From an optimization exercise on the open Yosys and OpenROAD flow, aimed at small area; shortcuts taken in it are not production practice. RTL that was checked went through simulation tests only; none was proved equivalent to the original.

Design ibis_texture_mapper, start of the top module:
module ibis_texture_mapper
#(parameter TILE_SIZE_POW2_MAX = 9,
  parameter WIDTH = 11)
 (input wire logic aclk,
  input wire logic aresetn,
  input wire logic enable,
  input wire logic unsigned [6:0] write_registers,
  input wire logic unsigned [WIDTH - 1:0] x,
  input wire logic unsigned [WIDTH - 1:0] y,
  input wire logic unsigned [2:0] texture_power2,
  input wire logic signed [17:0] texture_matrixA,
  input wire logic signed [17:0] texture_matrixB,
  input wire logic signed [17:0] texture_matrixC,
  input wire logic signed [17:0] texture_matrixD,
  input wire logic signed [17:0] texture_translateX,
  input wire logic signed [17:0] texture_translateY,
  output logic unsigned [(TILE_SIZE_POW2_MAX * 2) - 1:0] map_address,
  output logic stencil_test,
  output logic stencil_step,
  output logic ready);
Size in the first run: about 1100 cells after synthesis, roughly 200 flip-flops, roughly 160 I/O pins.
==> flow/config.mk <==
export PLATFORM = sky130hd
export DESIGN_NAME = ibis_texture_mapper
export DESIGN_NICKNAME = ibis_texture_mapper
export VERILOG_FILES = /design/flow/design.v
export SDC_FILE = /design/flow/constraint.sdc
export NUM_CORES = 4
export LEC_CHECK = 0
export ABC_AREA = 1
export CAP_MARGIN = 20
export CORE_MARGIN = 2
export CORE_UTILIZATION = 55
export PLACE_DENSITY = 0.75
export SLEW_MARGIN = 20
==> flow/constraint.sdc <==
create_clock -name core_clock -period 10.0 [get_ports {aclk}]
set_input_delay 2.0000 -clock core_clock [delete_from_list [all_inputs] [get_ports {aclk}]]
set_output_delay 2.0000 -clock core_clock [all_outputs]
set_load 0.01 [all_outputs]
standard.sh (not shown) runs the stock make flow with config.mk's settings and CLKGATE_MAP_FILE= SYNTH_SCRIPT=/design/flow/synth_recipe.tcl, a recipe that flattens the netlist after the stock synthesis.
==> flow/flow/run.sh <==
#!/bin/bash
set -euo pipefail
here=$(pwd)
rm -rf "$here/orfs_scripts"
cp -r "$FLOW_HOME/scripts" "$here/orfs_scripts"
cp "$here/flow/abc_area.script" "$here/orfs_scripts/abc_area.script"
export SCRIPTS_DIR="$here/orfs_scripts"
export SYNTH_ARGS="-noabc"
export BUFFER_PORTS_ARGS="-buffer_cell sky130_fd_sc_hd__buf_1"
export CTS_ARGS="-sink_clustering_enable -repair_clock_nets -dont_use_dummy_load -sink_clustering_size 10 -sink_clustering_max_diameter 40 -buf_list sky130_fd_sc_hd__clkbuf_4"
bash standard.sh > standard.log 2>&1
==> flow/flow/abc_area.script <==
strash
dc2
dch -f
amap
strash
dch -f
amap
topo
Next try:
==> flow/flow/abc_area.script (replaced) <==
strash
dc2
dch -f
amap
topo
After rerunning: Final cell count is lower by 1.1%; hold slack loses 32 ps; first-iteration DRC count is higher by 10%; core utilization is lower by 0.50 points.
Next try:
--- a/flow/flow/run.sh
+++ b/flow/flow/run.sh
@@ -9,3 +9,3 @@
 export BUFFER_PORTS_ARGS="-buffer_cell sky130_fd_sc_hd__buf_1"
-export CTS_ARGS="-sink_clustering_enable -repair_clock_nets -dont_use_dummy_load -sink_clustering_size 10 -sink_clustering_max_diameter 40 -buf_list sky130_fd_sc_hd__clkbuf_4"
+export CTS_ARGS="-sink_clustering_enable -repair_clock_nets -dont_use_dummy_load -sink_clustering_size 20 -sink_clustering_max_diameter 60 -buf_list sky130_fd_sc_hd__clkbuf_8"
 bash standard.sh > standard.log 2>&1
Global-route usage drops by 0.12 points.
Area after synthesis does not change.
Hold slack gets better by 23 ps.
Routed wire length decreases by 1.0%.
Die area stays the same.
Final cell count falls by 0.90%.
Via count is lower by 0.55%.
Next try:
--- a/flow/flow/run.sh
+++ b/flow/flow/run.sh
@@ -9,3 +9,3 @@
 export BUFFER_PORTS_ARGS="-buffer_cell sky130_fd_sc_hd__buf_1"
-export CTS_ARGS="-sink_clustering_enable -repair_clock_nets -dont_use_dummy_load -sink_clustering_size 20 -sink_clustering_max_diameter 60 -buf_list sky130_fd_sc_hd__clkbuf_8"
+export CTS_ARGS="-sink_clustering_enable -repair_clock_nets -dont_use_dummy_load -sink_clustering_size 10 -sink_clustering_max_diameter 40 -buf_list sky130_fd_sc_hd__clkbuf_4"
 bash standard.sh > standard.log 2>&1
Settings changed: GPL_ROUTABILITY_DRIVEN set to 0.
Result: The new run finished clean; maximum frequency rises by 1.4%; non-clock buffer count falls by 1; via count rises by 1.4%; clock skew rises by 27 ps; count of clock-buffer cells in the layout rises by 12; worst setup slack gains 130 ps; area after synthesis stays the same; utilization is about the same; final cell count rises by 0.78%.
Next try:
==> flow/run.sh (new file) <==
#!/bin/bash
# synth_recipe.tcl (not shown) runs the flow's synth.tcl, then flattens the netlist and writes it again
# the make line also repeats each setting of config.mk as NAME=value (left out here)
make -C /OpenROAD-flow-scripts/flow DESIGN_CONFIG=/design/flow/config.mk WORK_HOME=/design/flow/orfs CLKGATE_MAP_FILE= SYNTH_SCRIPT=/design/flow/synth_recipe.tcl finish
Settings changed: CTS_BUF_LIST set to sky130_fd_sc_hd__clkbuf_4, CTS_CLUSTER_DIAMETER set to 40, CTS_CLUSTER_SIZE set to 10, GPL_ROUTABILITY_DRIVEN 0 to unset.
removed: flow/flow/run.sh
removed: flow/flow/abc_area.script
removed: flow/standard.sh
After rerunning: The new run finished clean; via count rises by 30%; wire length goes up by 38%; cell area went up by 26%.

---

## north
Another version of the RTL of ibis_texture_mapper (not shown whole).
For scale: roughly 1100 cells after synthesis, about 200 flip-flops, ~160 I/O pins, ~0.012 mm² of cells after synthesis.
clock: 10.0 ns
lec_check: 0
abc_area: 1
cap_margin: 20
core_margin: 2
core_utilization: 40
slew_margin: 20
==> flow/flow/run.sh <==
#!/bin/bash
set -euo pipefail
here=$(pwd)
rm -rf "$here/orfs_scripts"
cp -r "$FLOW_HOME/scripts" "$here/orfs_scripts"
cp "$here/flow/abc_area.script" "$here/orfs_scripts/abc_area.script"
export SCRIPTS_DIR="$here/orfs_scripts"
export SYNTH_ARGS="-noabc"
export BUFFER_PORTS_ARGS="-buffer_cell sky130_fd_sc_hd__buf_1"
export CTS_ARGS="-sink_clustering_enable -repair_clock_nets -dont_use_dummy_load -sink_clustering_size 12 -sink_clustering_max_diameter 50 -buf_list sky130_fd_sc_hd__clkbuf_4"
bash standard.sh > standard.log 2>&1
==> flow/flow/abc_area.script <==
strash
dc2
dch -f
amap
topo
stime -c
buffer -c
upsize -c
dnsize -c
For south, these inputs were changed with respect to north:
diff --git a/flow/flow/run.sh b/flow/flow/run.sh
--- a/flow/flow/run.sh
+++ b/flow/flow/run.sh
@@ -10 +10 @@
-export CTS_ARGS="-sink_clustering_enable -repair_clock_nets -dont_use_dummy_load -sink_clustering_size 12 -sink_clustering_max_diameter 50 -buf_list sky130_fd_sc_hd__clkbuf_4"
+export CTS_ARGS="-sink_clustering_enable -repair_clock_nets -dont_use_dummy_load -sink_clustering_size 10 -sink_clustering_max_diameter 40 -buf_list sky130_fd_sc_hd__clkbuf_4"
diff --git a/flow/config.mk b/flow/config.mk
--- a/flow/config.mk
+++ b/flow/config.mk
@@ -11 +11,2 @@
-export CORE_UTILIZATION = 40
+export CORE_UTILIZATION = 70
+export PLACE_DENSITY = 0.85
## What came out
south closes out successfully: all stages finished, all timing, DRC and antenna checks passed. north → south: fill cell instance count of the final layout has decreased, post-layout net count stayed essentially flat. Diff north -> south | number of cells on the worst reg-to-reg path | increase of about 2.2%. Count of clock-net buffers in the final layout (south vs. north) increases by more than 10%. From north to south the numbers moved as follows: core utilization now sits higher, clock transition at the registers of the reported paths held steady, total non-filler cell area in the finished layout down about 1.9%.
For east, these inputs were changed with respect to south:
diff --git a/flow/flow/run.sh b/flow/flow/run.sh
--- a/flow/flow/run.sh
+++ b/flow/flow/run.sh
@@ -10,2 +10,2 @@
-export CTS_ARGS="-sink_clustering_enable -repair_clock_nets -dont_use_dummy_load -sink_clustering_size 10 -sink_clustering_max_diameter 40 -buf_list sky130_fd_sc_hd__clkbuf_4"
-bash standard.sh > standard.log 2>&1
+export CTS_ARGS="-sink_clustering_enable -repair_clock_nets -dont_use_dummy_load -sink_clustering_size 8 -sink_clustering_max_diameter 40 -buf_list sky130_fd_sc_hd__clkbuf_4"
+bash standard.sh MATCH_CELL_FOOTPRINT=0 finish > standard.log 2>&1
==> flow/flow/abc_area.script <==
strash
dc2
dch -f
amap
topo
diff --git a/flow/config.mk b/flow/config.mk
--- a/flow/config.mk
+++ b/flow/config.mk
@@ -11,2 +11 @@
-export CORE_UTILIZATION = 70
-export PLACE_DENSITY = 0.85
+export CORE_UTILIZATION = 40
[summary]
Diff south -> east: simple-gate share of the synthesized area level; count of plain and timing-repair buffers in the layout up about 10%; buffer depth of the longest clock path level.
In the floorplan summary, east is listed with a die area greater than that of south.
east: sequential cell area fraction in the yosys report higher than south
east vs south, critical path depth went down by 2.3%.
Here is what was changed in the inputs of west compared with east.
diff --git a/flow/flow/run.sh b/flow/flow/run.sh
--- a/flow/flow/run.sh
+++ b/flow/flow/run.sh
@@ -11 +11 @@
-bash standard.sh MATCH_CELL_FOOTPRINT=0 finish > standard.log 2>&1
+bash standard.sh > standard.log 2>&1
==> flow/flow/abc_area.script <==
strash
dc2
dch -f
map -a
topo
diff --git a/flow/config.mk b/flow/config.mk
--- a/flow/config.mk
+++ b/flow/config.mk
@@ -9 +9 @@
-export CAP_MARGIN = 20
+export CAP_MARGIN = 0
@@ -12 +12 @@
-export SLEW_MARGIN = 20
+export SLEW_MARGIN = 0
### Flow results
- Final worst hold slack, east and west: larger value in west
- west: signed area change from the synthesized netlist to the final layout lower than east
- In west, die area is higher than in east.
- Diff east -> west: inverter count of the layout excluding clock inverters down about 15%, via count of the first global-routing pass fell by 338.
- Number of antenna violations at the first check in global routing of west is on par with east.
- Route | west vs east | wire shorter in west
- Between west and east, the sequential share of layout area figures differ only marginally.
> inputs changed (west -> middle)
==> flow/flow/abc_area.script <==
strash
dc2
dch -f
amap
topo
stime -c
buffer -c
upsize -c
dnsize -c
diff --git a/flow/config.mk b/flow/config.mk
--- a/flow/config.mk
+++ b/flow/config.mk
@@ -9 +9 @@
-export CAP_MARGIN = 0
+export CAP_MARGIN = 20
@@ -12 +12 @@
-export SLEW_MARGIN = 0
+export SLEW_MARGIN = 20
==> comparison <==
- Per the final summary, middle finished and its layout is clean on timing, DRC and antenna.
- Diff west -> middle: post-synthesis cell area now larger, worst setup slack now larger, layout multi-input combinational cell count now smaller.

---

ibis_texture_mapper, a different RTL version from the one above (not shown whole).
Size: ~2200 cells after synthesis, ~200 flip-flops, roughly 160 I/O pins, ~18000 µm² of cells after synthesis.
clock: 10.0 ns
lec_check: 0
cap_margin: 20
core_margin: 2
core_utilization: 40
slew_margin: 20
==> flow/flow/run.sh <==
#!/bin/bash
set -euo pipefail
export BUFFER_PORTS_ARGS="-buffer_cell sky130_fd_sc_hd__buf_1"
export RECOVER_POWER=100
bash standard.sh > standard.log 2>&1
The starting point finished but fails on capacitance limit, slew limit.
Next try:
==> flow/flow/run.sh (replaced) <==
#!/bin/bash
set -euo pipefail
export BUFFER_PORTS_ARGS="-buffer_cell sky130_fd_sc_hd__buf_1"
bash standard.sh > standard.log 2>&1
=> The changed run ran to the end with no violations. Design area is higher slightly. Die area stays the same. Count of clock-buffer cells in the layout does not change.

---

Setup of harbor:
RTL: one of the versions met above, not the one the previous note started from.
Size: ~1100 cells after synthesis, roughly 200 flip-flops, about 160 I/O pins, roughly 0.012 mm2 of cells after synthesis.
export LEC_CHECK = 0
export ABC_AREA = 1
export CAP_MARGIN = 20
export CORE_MARGIN = 2
export CORE_UTILIZATION = 55
export PLACE_DENSITY = 0.75
export SLEW_MARGIN = 20
create_clock -name core_clock -period 10.0 [get_ports {aclk}]
==> flow/flow/run.sh <==
#!/bin/bash
set -euo pipefail
here=$(pwd)
rm -rf "$here/orfs_scripts"
cp -r "$FLOW_HOME/scripts" "$here/orfs_scripts"
cp "$here/flow/abc_area.script" "$here/orfs_scripts/abc_area.script"
export SCRIPTS_DIR="$here/orfs_scripts"
export SYNTH_ARGS="-noabc"
export BUFFER_PORTS_ARGS="-buffer_cell sky130_fd_sc_hd__buf_1"
export CTS_ARGS="-sink_clustering_enable -repair_clock_nets -dont_use_dummy_load -sink_clustering_size 30 -sink_clustering_max_diameter 80 -buf_list sky130_fd_sc_hd__clkbuf_16"
bash standard.sh > standard.log 2>&1
==> flow/flow/abc_area.script <==
strash
dc2
dch -f
amap
topo
Modified inputs, indigo compared to harbor
-- flow/flow/run.sh --
<<< harbor, line 10
export CTS_ARGS="-sink_clustering_enable -repair_clock_nets -dont_use_dummy_load -sink_clustering_size 30 -sink_clustering_max_diameter 80 -buf_list sky130_fd_sc_hd__clkbuf_16"
>>> indigo, line 10
export CTS_ARGS="-sink_clustering_enable -repair_clock_nets -dont_use_dummy_load -sink_clustering_size 10 -sink_clustering_max_diameter 40 -buf_list sky130_fd_sc_hd__clkbuf_4"
==> flow/flow/abc_area.script <==
strash
dc2
dch -f
map -a
topo
### Flow results
Between harbor and indigo, the flow reports non-filler instance count after layout increasing by a few percent. Compared with harbor, in indigo area after synthesis climbed 2.5%; design area climbed 1.4%. Summary of indigo over harbor: worst clock skew climbed 44 ps, wire length dropped 1400 um. indigo: PASS, flow complete, no timing, DRC or antenna violations.
Relative to indigo, the following input files were edited for juniper:
Settings: an added GPL_TIMING_DRIVEN of 0.
==> flow/flow/abc_area.script <==
strash
dc2
dch -f
amap
topo
Findings:
juniper finished every step from synthesis to the final layout, and the layout passed the timing, design-rule and antenna checks. indigo: all stages complete, timing, DRC and antenna checks passed. On post-cts sizing count, juniper and indigo are basically level. [juniper] area fraction in and, or, nand and nor cells after synthesis fell 0.37 points relative to indigo. Delta (juniper minus indigo): area of the core region moved down; shortest period the worst path allows went up. Re synthesized area: juniper is about 2.4% down on indigo. Re sequential cell count: no difference whatsoever between indigo and juniper. indigo → juniper: placed cell area shrank by 2.1%.

---

Another version of the RTL of ibis_texture_mapper (not shown whole).
Size in the first run: ~200 flip-flops.
export LEC_CHECK = 0
export ABC_AREA = 1
export CAP_MARGIN = 20
export CORE_MARGIN = 2
export CORE_UTILIZATION = 40
export GPL_TIMING_DRIVEN = 0
export SLEW_MARGIN = 20
create_clock -name core_clock -period 10.0 [get_ports {aclk}]
==> flow/flow/run.sh <==
#!/bin/bash
set -euo pipefail
here=$(pwd)
rm -rf "$here/orfs_scripts"
cp -r "$FLOW_HOME/scripts" "$here/orfs_scripts"
cp "$here/flow/abc_area.script" "$here/orfs_scripts/abc_area.script"
export SCRIPTS_DIR="$here/orfs_scripts"
export SYNTH_ARGS="-noabc"
export BUFFER_PORTS_ARGS="-buffer_cell sky130_fd_sc_hd__buf_1"
export CTS_ARGS="-sink_clustering_enable -repair_clock_nets -dont_use_dummy_load -sink_clustering_size 8 -sink_clustering_max_diameter 40 -buf_list sky130_fd_sc_hd__clkbuf_4"
bash standard.sh > standard.log 2>&1
==> flow/flow/abc_area.script <==
strash
dc2
dch -f
map -a
topo
Change:
- GPL_TIMING_DRIVEN: 0 -> default
Result:
- The changed run produced a clean layout
- non-clock buffer count came out higher by 23
- cell area hardly moves
- maximum frequency came out higher by 3.2%
- wire length came out lower by 2.5%
- core utilization is about the same
- cell count came out higher by 1.2%
- hold slack got worse by 0.0066 ns
- sequential cell count is unchanged
- first-iteration DRC count came out higher by 13%
- die area does not change
No functional check of the RTL was part of any run of this note.

what the ideal ports hide:
In the flow no input, the clock included, has a driving cell. The finished layouts below were timed again as built, in two steps.
Step 1 assumes that a clkbuf_16 drives the clock port and a buf_2 every other input.
Step 2, shift: input delay + t, output delay - t, t = (earliest + latest rising clock arrival at the registers) / 2. This alone moves slack from input paths to output paths.
Three values: ideal ports, drivers, drivers and shift; two values: the first two.
run | t, ns | setup slack, ns | worst setup path at the end | slew at the worst register clock pin (ns)
the first run of note 1 | 0.674 | 1.138 / 1.161 / 0.487 | input to register | 0.10 / 0.10
the second run of note 1 | 0.696 | 0.981 / 1.003 / 0.307 | input to register | 0.11 / 0.11
the third run of note 1 | 0.525 | 0.816 / 0.841 / 0.316 | input to register | 0.11 / 0.11
the fourth run of note 1 | 0.690 | 0.943 / 0.943 / 0.374 | input to register | 0.11 / 0.11
the fifth run of note 1 | 0.776 | 1.803 / 1.803 / 1.330 | input to register | 0.11 / 0.11
north | 0.695 | 0.829 / 0.845 / 0.150 | input to register | 0.12 / 0.12
south | 0.672 | 0.744 / 0.766 / 0.094 | input to register | 0.10 / 0.10
east | 0.631 | 0.703 / 0.695 / 0.063 | input to register | 0.09 / 0.09
west | 0.614 | 0.722 / 0.730 / 0.116 | input to register | 0.09 / 0.09
middle | 0.733 | 0.840 / 0.860 / 0.127 | input to register | 0.09 / 0.09
the first run of note 3 | 0.540 | 0.815 / 0.815 / 0.815 | register to register | 0.09 / 0.09
the second run of note 3 | 0.539 | 1.010 / 1.010 / 1.010 | register to register | 0.09 / 0.09
harbor | 0.499 | 0.820 / 0.844 / 0.344 | input to register | 0.11 / 0.11
indigo | 0.678 | 1.361 / 1.374 / 0.696 | input to register | 0.10 / 0.10
juniper | 0.687 | 0.780 / 0.780 / 0.174 | input to register | 0.11 / 0.11
the first run of note 5 | 0.643 | 0.501 / 0.535 / -0.108 | input to register | 0.09 / 0.09
the second run of note 5 | 0.641 | 0.794 / 0.800 / 0.159 | input to register | 0.09 / 0.09
Met with ideal ports but missed after step 2: setup timing in the first run of note 5. The setup slack of middle, which loses most, moves by +0.020 ns with the drivers and by -0.713 ns with both steps.
